Context: an optimization exercise on an open-source flow, tuned for a short achievable clock period and few clock cycles. The choices shown serve that exercise and are no tape-out recipe.
The RTL was checked by simulation tests, not by an equivalence proof against the original design.
Power figures rest on the tool's default switching activity, not on a simulated workload.

## flow/design.v

```verilog
`timescale 1ns / 1ps
module pipeline (
    input wire clk,
    input wire reset,                         
    output wire [31:0] imem_addr,
    input wire [31:0] imem_data,
    output wire [31:0] dmem_addr,
    output wire [31:0] dmem_wdata,
    output wire dmem_we,
    input wire [31:0] dmem_rdata,
    output wire reg_write_out,
    output wire [4:0] write_reg_out,
    output wire [31:0] write_data_out
);
    reg [31:0] pc;
    reg        fd_v;
    reg [31:0] fd_ins, fd_tgt;
    reg [31:1] fd_rsoh, fd_rtoh;              
    reg        de_v, de_wr, de_ld, de_st, de_br, de_sub;
    reg [4:0]  de_dst;
    reg [31:0] de_a, de_b, de_s, de_tgt;
    reg        de_fa, de_fb, de_fs, de_fsl;
    reg        de_oadd, de_osub, de_oand, de_oor, de_oslt;
    reg        em_wr, em_ld, em_st;
    reg [4:0]  em_dst;
    reg [31:0] em_res, em_addr, em_sd;
    reg        mw_wr;
    reg [4:0]  mw_dst;
    reg [31:0] mw_val, mw_out;
    reg [31:0] rf [1:31];
    wire [31:0] pc1    = pc + 32'd1;
    wire [31:0] f_tgt  = pc1 + {{16{imem_data[15]}}, imem_data[15:0]};
    wire        f_jump = imem_data[31:26] == 6'h04 && imem_data[25:21] == imem_data[20:16];
    assign imem_addr = pc;
    wire [5:0] op = fd_ins[31:26];
    wire [5:0] fn = fd_ins[5:0];
    wire [4:0] rs = fd_ins[25:21];
    wire [4:0] rt = fd_ins[20:16];
    wire [4:0] rd = fd_ins[15:11];
    wire [31:0] imm = {{16{fd_ins[15]}}, fd_ins[15:0]};
    wire isR = op == 6'h00;
    wire isL = op == 6'h23;
    wire isS = op == 6'h2B;
    wire isB = op == 6'h04 && rs != rt;       
    wire useA = isR | isL | isS | isB;
    wire useB = isR | isB;
    wire [4:0] dst = isR ? rd : rt;
    wire wr = (isR | isL) && dst != 5'd0;
    wire eA = de_v && de_wr && de_dst == rs;
    wire eB = de_v && de_wr && de_dst == rt;
    wire mA = em_wr && em_dst == rs;
    wire mB = em_wr && em_dst == rt;
    wire wA = mw_wr && mw_dst == rs;
    wire wB = mw_wr && mw_dst == rt;
    reg [31:0] rfA, rfB;
    integer k;
    always @(*) begin
        rfA = 32'd0;
        rfB = 32'd0;
        for (k = 1; k < 32; k = k + 1) begin
            rfA = rfA | ({32{fd_rsoh[k]}} & rf[k]);
            rfB = rfB | ({32{fd_rtoh[k]}} & rf[k]);
        end
    end
    wire [31:0] vA = mA ? (em_ld ? dmem_rdata : em_res) : wA ? mw_val : rfA;
    wire [31:0] vB = mB ? (em_ld ? dmem_rdata : em_res) : wB ? mw_val : rfB;
    wire stall = fd_v && de_v && de_ld && ((useA && eA) || (useB && eB));
    wire dv    = fd_v && !stall;
    wire d_fuse = isB && de_sub &&
                  ((rs == de_dst && rt == 5'd0) || (rt == de_dst && rs == 5'd0));
    wire [31:0] xa = de_fa ? em_res : de_a;
    wire [31:0] xb = de_fb ? em_res : de_b;
    wire [31:0] s_add = xa + xb;
    wire [32:0] s_sub = {1'b0, xa} - {1'b0, xb};
    wire [31:0] res = ({32{de_oadd}} & s_add) |
                      ({32{de_osub}} & s_sub[31:0]) |
                      ({32{de_oand}} & (xa & xb)) |
                      ({32{de_oor}}  & (xa | xb)) |
                      {31'd0, de_oslt & s_sub[32]};
    wire e_eq = xa == xb;
    wire misE = e_eq && de_br;
    wire misD = e_eq && !de_br && dv && d_fuse;
    wire [31:0] base = stall ? pc : f_jump ? f_tgt : pc1;
    wire [31:0] redir = de_br ? de_tgt : fd_tgt;
    always @(posedge clk) begin
        if (reset)
            pc <= 32'd0;
        else if (e_eq && (de_br || (dv && d_fuse)))
            pc <= redir;
        else
            pc <= base;
    end
    integer j;
    always @(posedge clk) begin
        if (reset || misE || misD)
            fd_v <= 1'b0;
        else if (!stall)
            fd_v <= 1'b1;
        if (!stall) begin
            fd_ins <= imem_data;
            fd_tgt <= f_tgt;
            for (j = 1; j < 32; j = j + 1) begin
                fd_rsoh[j] <= imem_data[25:21] == j;
                fd_rtoh[j] <= imem_data[20:16] == j;
            end
        end
    end
    wire go = dv && !misE && !reset;
    always @(posedge clk) begin
        de_v   <= go;
        de_wr  <= go && wr;
        de_ld  <= go && isL;
        de_st  <= go && isS;
        de_br  <= go && isB && !d_fuse;
        de_sub <= go && wr && isR && fn == 6'h22;
        de_dst <= dst;
        de_a   <= vA;
        de_b   <= (isL || isS) ? imm : vB;
        de_s   <= vB;
        de_tgt <= fd_tgt;
        de_fa  <= eA;
        de_fb  <= eB && useB;
        de_fs  <= eB && !de_ld;
        de_fsl <= eB && de_ld;
        de_oadd <= isL || isS || (isR && fn == 6'h20);
        de_osub <= isR && fn == 6'h22;
        de_oand <= isR && fn == 6'h24;
        de_oor  <= isR && fn == 6'h25;
        de_oslt <= isR && fn == 6'h2A;
    end
    always @(posedge clk) begin
        em_wr   <= de_v && de_wr && !reset;
        em_ld   <= de_v && de_ld && !reset;
        em_st   <= de_v && de_st && !reset;
        em_dst  <= de_dst;
        em_res  <= res;
        em_addr <= s_add;
        em_sd   <= de_fsl ? dmem_rdata : de_fs ? em_res : de_s;
    end
    assign dmem_addr  = em_addr;
    assign dmem_wdata = em_sd;
    assign dmem_we    = em_st;
    always @(posedge clk) begin
        mw_wr  <= em_wr && !reset;
        mw_dst <= em_dst;
        mw_val <= em_ld ? dmem_rdata : em_res;
        if (em_wr)
            mw_out <= em_ld ? dmem_rdata : em_res;
    end
    always @(posedge clk) begin
        if (mw_wr)
            rf[mw_dst] <= mw_val;
    end
    assign reg_write_out  = mw_wr;
    assign write_reg_out  = mw_dst;
    assign write_data_out = mw_out;
endmodule
```

## flow/run.sh

```bash
#!/bin/bash
# synth_recipe.tcl (not shown) runs the flow's synth.tcl, then flattens the netlist and writes it again
# the make line also repeats each setting of config.mk as NAME=value (left out here)
make -C /OpenROAD-flow-scripts/flow DESIGN_CONFIG=/design/flow/config.mk WORK_HOME=/design/flow/orfs CLKGATE_MAP_FILE= SYNTH_SCRIPT=/design/flow/synth_recipe.tcl finish
```

## flow/config.mk

```make
export PLATFORM = sky130hd
export DESIGN_NAME = pipeline
export DESIGN_NICKNAME = pipeline
export VERILOG_FILES = /design/flow/design.v
export SDC_FILE = /design/flow/constraint.sdc
export NUM_CORES = 4
export LEC_CHECK = 0
export ABC_CLOCK_PERIOD_IN_PS = 2500
export CAP_MARGIN = 20
export CORE_MARGIN = 2
export CORE_UTILIZATION = 40
export SETUP_SLACK_MARGIN = 5
export SLEW_MARGIN = 20
```

## flow/constraint.sdc

```tcl
create_clock -name core_clock -period 8.0 [get_ports {clk}]
set_input_delay 1.6000 -clock core_clock [delete_from_list [all_inputs] [get_ports {clk}]]
set_output_delay 1.6000 -clock core_clock [all_outputs]
set_load 0.01 [all_outputs]
```

==> results of run 1 <==
[report_power, final]
group | internal [mW] | switching, mW
clock network | 4.03 | 3.09
logic | 1.32 | 1.84
registers | 8.85 | 0.440
[Yosys cell counts, drive strengths merged, types with 6 or more instances]
cell type,number
buf,69
nand3,110
nand2b,31
and2,6
o221a,9
a22o,259
mux2i,148
a21o,18
o2111ai,7
or2,6
a31oi,51
a221o,12
nor2,222
a22oi,380
o22ai,20
nor2b,21
o211ai,62
ha,128
a221oi,277
o21bai,17
o21ai,139
clkbuf,266
dfxtp,323
xor2,45
xnor2,89
mux2,57
edfxtp,1150
a222oi,64
inv,136
nand3b,13
or3,15
nand4,140
o31ai,8
and3,16
o21a,8
nand2,231
nor4,21
o221ai,13
nor3,124
a21oi,141
a211oi,25
[how the worst min path moves through the flow]
| stage | start | to | slack (ns) |
|---|---|---|---|
| after floorplan | fd_tgt[12] | de_tgt[12] | 0.34 |
| after global placement | fd_tgt[12] | de_tgt[12] | 0.35 |
| after detailed placement | fd_tgt[1] | de_tgt[1] | 0.35 |
| after CTS | fd_tgt[29] | de_tgt[29] | 0.37 |
| after global routing | fd_tgt[29] | de_tgt[29] | 0.37 |
| final | fd_tgt[1] | de_tgt[1] | 0.36 |
[timing repair]
item,CTS,global route
setup buffers,215,97
cloned,21,3
pin swaps,163,175
hold buffers,0,0
endpoints found under the setup margin,491,283
resized for setup,951,283
[flip-flops by register name, indices dropped and copies added, names as in the netlist, 5 cells and up]
register	cells
fd_rsoh	31
fd_rtoh	31
em_res	32
mw_dst	5
fd_tgt	32
pc	32
mw_val	32
de_a	32
em_sd	32
mw_out	32
fd_ins	32
de_tgt	32
de_s	32
rf	992
em_dst	5
de_dst	5
de_b	32
em_addr	32
[cells by family (layout without fill, tap and decap cells)]
logic type / after synthesis / count (layout)
AOI/OAI and AO/OA: 1543 / 1543
xor gates and xnor gates: 134 / 134
adders and majority gates: 131 / 131
buffers and inverters: 474 / 1102
DFF: 1473 / 1473
muxes: 205 / 205
other: 0 / 4
and+or+nand+nor: 973 / 976
[area by class of cell]
cell class | count | area (um^2)
Inverter | 139 | 542
Sequential cell | 1473 | 41200
Clock buffer | 192 | 4070
Timing Repair inverter | 1 | 7.51
Tap cell | 2160 | 2700
Clock inverter | 84 | 820
Fill cell | 13400 | 78700
Antenna cell | 4 | 10.0
Multi-Input combinational cell | 2989 | 25700
Timing Repair Buffer | 686 | 6560
[layer usage]
metal  global-route usage [%]  up-vias  part of all wire [%]
li1                         -    20900                     -
met2                     48.5     5512                    41
met3                     14.0     1383                    17
met1                     44.1    26700                    35
met4                     19.7       10                   7.4
met5                    0.862        -                 0.093
[worst max-delay path, cell delays in order (launching register included)]
cell      delay, ns
dfxtp_4        0.35
nand4_1        0.18
or3_4          0.47
buf_4          0.18
xnor2_4        0.13
ha_4           0.30
nand2_1        0.07
o21ai_2        0.19
a211o_1        0.20
nand2_4        0.10
a2111o_1       0.49
buf_4          0.20
a21boi_1       0.23
xor2_1         0.14
mux2_4         0.28
nand2_1        0.06
a21oi_1        0.05
==> metrics.cfg, run 1 <==
[timing]
whs_ns = 0.364
rsz0062_at_grt = true
slew_headroom_pct = 22.8
setup_slack_ns = 4.24
final-hold-violation-count = 0
skew_ns = 0.0351
clock.fmax_mhz = 266
slew_violations = 0
setup_viol = 0
post-route-period-util_pct = 47.0
tns_ns = 0
min_period_ns = 3.76
tightest_slew_ns = 1.16

[min_path]
hp-class = register to register
whs_path_depth = 0

[grt]
grtUsageTotal_pct = 34.3
first_global_vias = 52400
grt-ovfl-total = 0
grt_pass1_wl_um = 396000
antenna_found_initial = 7
grt_start_max_net_pins = 65

[yosys]
synth_compound_gate_area_share_pct = 18.4
synth_xor_xnor_area_share_pct = 1.82
synth.distinct_cells = 85
synth-seq-area-share_pct = 63.7
ys_async_sr_fraction_pct = 0
synth_cells = 4933
synth_top_area_share_pct = 53.7
synth_ff_type = edfxtp_1
synth_area_leader_cell = edfxtp_1
yosys-top-cells-area = edfxtp_1 54%, dfxtp_1 10%, a22oi_1 4.4%, a221oi_1 3.8%, a22o_1 3.5%
synth.area.mux_share_pct = 3.30
yosysWarnings = 1
synth_top_family_by_area = compound AO/OA/AOI/OAI gates
ys_ff_latch = 1473
synth_fa_ha_area_share_pct = 2.58
synth-edff-count = 1150
avgSynthCellArea_um2 = 13.0
synth-simple-area-share_pct = 7.35
netlist_area_um2 = 64300

[routing]
vias_per_cell = 7.05
drt_iter0_markers = 11500
antenna_left = 0
drc = 0
dr.pass1.iters = 11
wl_um = 292000
vias = 54500
wire_per_inst_um = 37.8

[clock_tree]
cts_made_buffers = 150
cts_tree = done
path_clk_slew_ns = 0.06
clk_latency_ns = 0.80
clkSinkCount = 1473
cts_root_buf = clkbuf_16
clockBufferDepth = 3
cts.htree.levels = 4

[worst_setup_path]
r2r_cells = 16
crit_path_end_kind = register
timing.rr.end = pc[25]
endpoint = pc[25]
required_ns = 8.65
r2r_start = pc[6]
arrival_ns = 4.41
cp-start-kind = register
cp-startpoint = pc[6]
critPathMaxFanout = 4
regToRegSetupSlack_ns = 4.24
path_class = register to register

[place]
dp_hpwl_um = 151000
numPortBuffers = 200
dpl_cell_area_um2 = 69900
gp_congestion = 0.959
dp_slack_ns = 3.08
placed_cells = 7111

[finish]
area_growth_pct = 26.8
final_area_um2 = 81500
fin_cells = 7728
drive_above_1_share_pct = 26.1
layout_common_cells = 1150 x edfxtp_1, 379 x a22oi_1, 334 x buf_4
nets = 5637
layout_commonest_cell = edfxtp_1
final_core_util_pct = 50.9

[die]
die_h_um = 405
core_um2 = 160000
io_pins = 201
die_area_um2 = 164000
start_util_pct = 40.2
rows = 147
chipWidth_um = 405

[power]
power_leakage_nw = 28.3
vdd_drop_max_mv = 0.270
power_mw = 19.6
p_per_area_nw_per_um2 = 240

[run_status]
status = no timing/DRC/antenna violations

[flow_run]
cap_violations = 0

Testbench counts, summed over its fixed seeds: cycles 10,255.
==> inputs of run 2 (changes only) <==
--- a/flow/design.v
+++ b/flow/design.v
@@ -1,2 +1,33 @@
+`timescale 1ns / 1ps
+module ks_add #(parameter W = 32) (
+    input  wire [W-1:0] a,
+    input  wire [W-1:0] b,
+    input  wire         cin,
+    output wire [W-1:0] sum,
+    output wire         cout
+);
+    parameter L = 6;    
+    wire [W:0] g [0:L];
+    wire [W:0] p [0:L];
+    wire [W-1:0] x = a ^ b;
+    assign g[0] = {a & b, cin};
+    assign p[0] = {x, 1'b0};
+    genvar l, i;
+    generate
+        for (l = 0; l < L; l = l + 1) begin : lvl
+            for (i = 0; i <= W; i = i + 1) begin : bitn
+                if (i >= (1 << l)) begin : op
+                    assign g[l+1][i] = g[l][i] | (p[l][i] & g[l][i-(1<<l)]);
+                    assign p[l+1][i] = p[l][i] & p[l][i-(1<<l)];
+                end else begin : pass
+                    assign g[l+1][i] = g[l][i];
+                    assign p[l+1][i] = p[l][i];
+                end
+            end
+        end
+    endgenerate
+    assign sum  = x ^ g[L][W-1:0];
+    assign cout = g[L][W];
+endmodule
 `timescale 1ns / 1ps
 module pipeline (
@@ -29,6 +60,9 @@
     reg [31:0] mw_val, mw_out;
     reg [31:0] rf [1:31];
-    wire [31:0] pc1    = pc + 32'd1;
-    wire [31:0] f_tgt  = pc1 + {{16{imem_data[15]}}, imem_data[15:0]};
+    wire [31:0] pc1, f_tgt;
+    wire        pc1_c, f_tgt_c;
+    ks_add #(32) add_pc1 (.a(pc), .b(32'd0), .cin(1'b1), .sum(pc1), .cout(pc1_c));
+    ks_add #(32) add_tgt (.a(pc), .b({{16{imem_data[15]}}, imem_data[15:0]}), .cin(1'b1),
+                          .sum(f_tgt), .cout(f_tgt_c));
     wire        f_jump = imem_data[31:26] == 6'h04 && imem_data[25:21] == imem_data[20:16];
     assign imem_addr = pc;
@@ -71,11 +105,13 @@
     wire [31:0] xa = de_fa ? em_res : de_a;
     wire [31:0] xb = de_fb ? em_res : de_b;
-    wire [31:0] s_add = xa + xb;
-    wire [32:0] s_sub = {1'b0, xa} - {1'b0, xb};
+    wire [31:0] s_add, s_sub;
+    wire        c_add, c_sub;
+    ks_add #(32) add_e (.a(xa), .b(xb),  .cin(1'b0), .sum(s_add), .cout(c_add));
+    ks_add #(32) sub_e (.a(xa), .b(~xb), .cin(1'b1), .sum(s_sub), .cout(c_sub));
     wire [31:0] res = ({32{de_oadd}} & s_add) |
-                      ({32{de_osub}} & s_sub[31:0]) |
+                      ({32{de_osub}} & s_sub) |
                       ({32{de_oand}} & (xa & xb)) |
                       ({32{de_oor}}  & (xa | xb)) |
-                      {31'd0, de_oslt & s_sub[32]};
+                      {31'd0, de_oslt & !c_sub};
     wire e_eq = xa == xb;
     wire misE = e_eq && de_br;
--- a/flow/config.mk
+++ b/flow/config.mk
@@ -12,2 +12,4 @@
 export SETUP_SLACK_MARGIN = 5
 export SLEW_MARGIN = 20
+export SYNTH_HIERARCHICAL = 1
+export SYNTH_MINIMUM_KEEP_SIZE = 0
==> run 2 against run 1 <==
Compared with the run above: still clean on timing, DRC and antenna; total power up 6.4%; fmax up 3.2%; global-route usage about the same; largest cell class unchanged.
==> metrics.cfg, run 2 <==
[timing]
clock.fmax_mhz = 274  ; +3.2%
final-hold-violation-count = 0  ; unchanged
slew_headroom_pct = 22.6  ; -0.15 points
setup_slack_ns = 4.35  ; +0.115 ns
tightest_slew_ns = 1.16  ; +0.00386 ns
skew_ns = 0.0260  ; -0.00912 ns
tns_ns = 0  ; unchanged
post-route-period-util_pct = 45.6  ; -1.4 points
rsz0062_at_grt = true
setup_viol = 0  ; unchanged
slew_violations = 0  ; unchanged
min_period_ns = 3.65  ; -0.115 ns

[worst_setup_path]
r2r_start = de_fa
required_ns = 8.66  ; about the same
crit_chain = buf_12 -> buf_16 -> mux2i_4 -> ha_1 -> nor4_1 -> nand4_1 -> nor2_4 -> nand2_2 -> o41ai_4 -> buf_4 -> clkbuf_16 -> mux2_4
regToRegSetupSlack_ns = 4.35  ; +0.12 ns
arrival_ns = 4.31  ; -0.10 ns
critPathTopFamily = simple AND/OR/NAND/NOR gates
critPathMaxFanout = 8  ; +4
timing.rr.end = pc[30]
path_class = register to register
r2r_cells = 12  ; -4
cp-start-kind = register
worst-path-buf-inv = 4  ; +2
crit_slowest_cell = nor4_1
crit_path_end_kind = register
slowest_delay_ns = 0.53  ; +0.04 ns

[die]
die_h_um = 414  ; +2.2%
core_um2 = 167000  ; +4.3%
start_util_pct = 40.2  ; +0.069 points
io_pins = 201  ; unchanged
chipWidth_um = 414  ; +2.2%
rows = 150  ; +2.0%
die_area_um2 = 171000  ; +4.4%

[routing]
wl_um = 306000  ; +4.7%
vias_per_cell = 7.03  ; -0.32%
dr.pass1.iters = 10  ; -1
drt_iter0_markers = 11800  ; +2.6%
antenna_left = 0  ; unchanged
vias = 56700  ; +4.1%
drc = 0  ; unchanged
wire_per_inst_um = 37.9  ; +0.27%

[min_path]
whs_path_depth = 0  ; unchanged
min_from = fd_tgt[11]
hp-class = register to register
min_to = de_tgt[11]

[place]
dp_slack_ns = 2.60  ; -0.481 ns
placed_cells = 7545  ; +6.1%
gp_congestion = 0.958  ; -0.11%
dpl_cell_area_um2 = 72400  ; +3.7%
dp_hpwl_um = 157000  ; +4.5%
numPortBuffers = 200  ; unchanged

[clock_tree]
hold_buffers = 0  ; unchanged
cts_root_buf = clkbuf_16
clockBufferDepth = 3  ; unchanged
cts_tree = done
path_clk_slew_ns = 0.06  ; about the same
cts_made_buffers = 156  ; +4.0%
clkSinkCount = 1473  ; unchanged
clk_latency_ns = 0.81  ; about the same
cts.htree.levels = 4  ; unchanged

[yosys]
avgSynthCellArea_um2 = 12.6  ; -3.4%
yosysWarnings = 8  ; +7
synth_cells = 5335  ; +8.1%
netlist_area_um2 = 67200  ; +4.4%

[finish]
regMostFlops = rf
final_area_um2 = 82000  ; +0.51%
layout_common_cells = 1150 x edfxtp_1, 869 x a22oi_1, 307 x buf_4
area_growth_pct = 22.0
layout_commonest_cell = edfxtp_1
largest_reg_flops = 992  ; unchanged
fin_cells = 8070  ; +4.4%
drive_above_1_share_pct = 21.0  ; -5.1 points
nets = 5994  ; +6.3%

[flow_run]
cap_violations = 0  ; unchanged

[grt]
grt_pass1_wl_um = 411000  ; +4.0%
grt-ovfl-total = 0  ; unchanged
grt_start_max_net_pins = 76  ; +17%
antenna_found_initial = 2  ; -5
first_global_vias = 53500  ; +2.1%
grtUsageTotal_pct = 34.3  ; +0.038 points

[power]
p_per_area_nw_per_um2 = 254  ; +5.8%
vdd_drop_max_mv = 0.223  ; -17%
power_leakage_nw = 27.4  ; -3.3%

[run_status]
status = no timing/DRC/antenna violations

## run 2: worst register-to-register path, delay by kind of cell (launching register included)
kind            cells  cell delay (ns)
simple gates        4             1.13
buf+inv             4             0.74
mux                 2             0.57
flops               1             0.43
compound gates      1             0.37
fa+ha+maj           1             0.26
## run 2: final cells by class
| cell class | instances | area (um^2) |
|---|---|---|
| Timing Repair Buffer | 555 | 4690 |
| Clock buffer | 222 | 4380 |
| Clock inverter | 63 | 652 |
| Multi-Input combinational cell | 3421 | 27800 |
| Inverter | 125 | 489 |
| Fill cell | 14600 | 85100 |
| Tap cell | 2204 | 2760 |
| Antenna cell | 7 | 17.5 |
| Sequential cell | 1473 | 41200 |
## run 2: worst max path at each step
stage                   from      to  slack, ns  depth (start not counted)
4_1_cts                de_fb   pc[1]       4.44                         10
3_3_place_gp   imem_data[15]  pc[30]       2.58                         12
3_5_place_dp   imem_data[15]  pc[30]       2.60                         12
6_report               de_fa  pc[30]       4.35                         12
2_1_floorplan  imem_data[11]  pc[24]       4.31                         11
5_1_grt                de_fb   pc[7]       4.27                         13
## run 2: power breakdown
group | total (mW) | internal [mW] | leakage, nW | switching, mW
logic | 4.54 | 1.95 | 12.6 | 2.59
registers | 9.01 | 8.71 | 12.3 | 0.300
clock network | 7.26 | 4.12 | 2.45 | 3.14
## run 2: repair_timing
item,CTS,global route
cloned,8,4
gates resized for setup,820,229
pin swaps,86,128
buffers inserted,122,98
endpoints found under the setup margin,473,284
## run 2: stage by stage
stage	total power [mW]	hold slack, ns	utilization, %
after floorplan	11.6	0.347	-
after global placement	12.9	0.350	43.4
after detailed placement	12.9	0.353	43.4
after CTS	20.4	0.362	48.0
after global routing	21.4	0.368	49.1
final	20.8	0.362	49.1
## run 2: metal layers
layer  track usage (%)  vias up  share of wire (%)
li1                  -    22200                  -
met3              13.9     1359                 16
met4              19.6        2                7.4
met5                 0        -             0.0042
met2              48.4     5359                 41
met1              44.5    27800                 35
Testbench counts of run 2, summed over its fixed seeds: cycles 10,255.

port drivers added, routing unchanged:
Ports are ideal in the flow. The routed layouts listed here were re-timed in OpenROAD.
Step 1 (the two cells are an assumption about what drives the block):
set clk [get_ports {clk}]
set_driving_cell -lib_cell sky130_fd_sc_hd__clkbuf_16 $clk
set_driving_cell -lib_cell sky130_fd_sc_hd__buf_2 [delete_from_list [all_inputs] $clk]
Step 2 moves the port delays by t, midway between the first and last clock arrival at a register: inputs arrive t later, outputs are due t later. That takes back most of the time a late clock gives input paths.
Slacks: ideal / step 1 / step 2; pairs: ideal / step 1.
| run | t, ns | setup WS [ns] | pins driven straight from the clock port |
|---|---|---|---|
| run 1 | 0.873 | 4.240 / 4.240 / 3.587 | 1 |
| run 2 | 0.883 | 4.355 / 4.355 / 3.715 | 1 |
After both steps setup and hold are still met in every run listed. For run 1, which loses most, drivers alone change the setup slack by 0.000 ns; drivers and shift together by -0.653 ns.
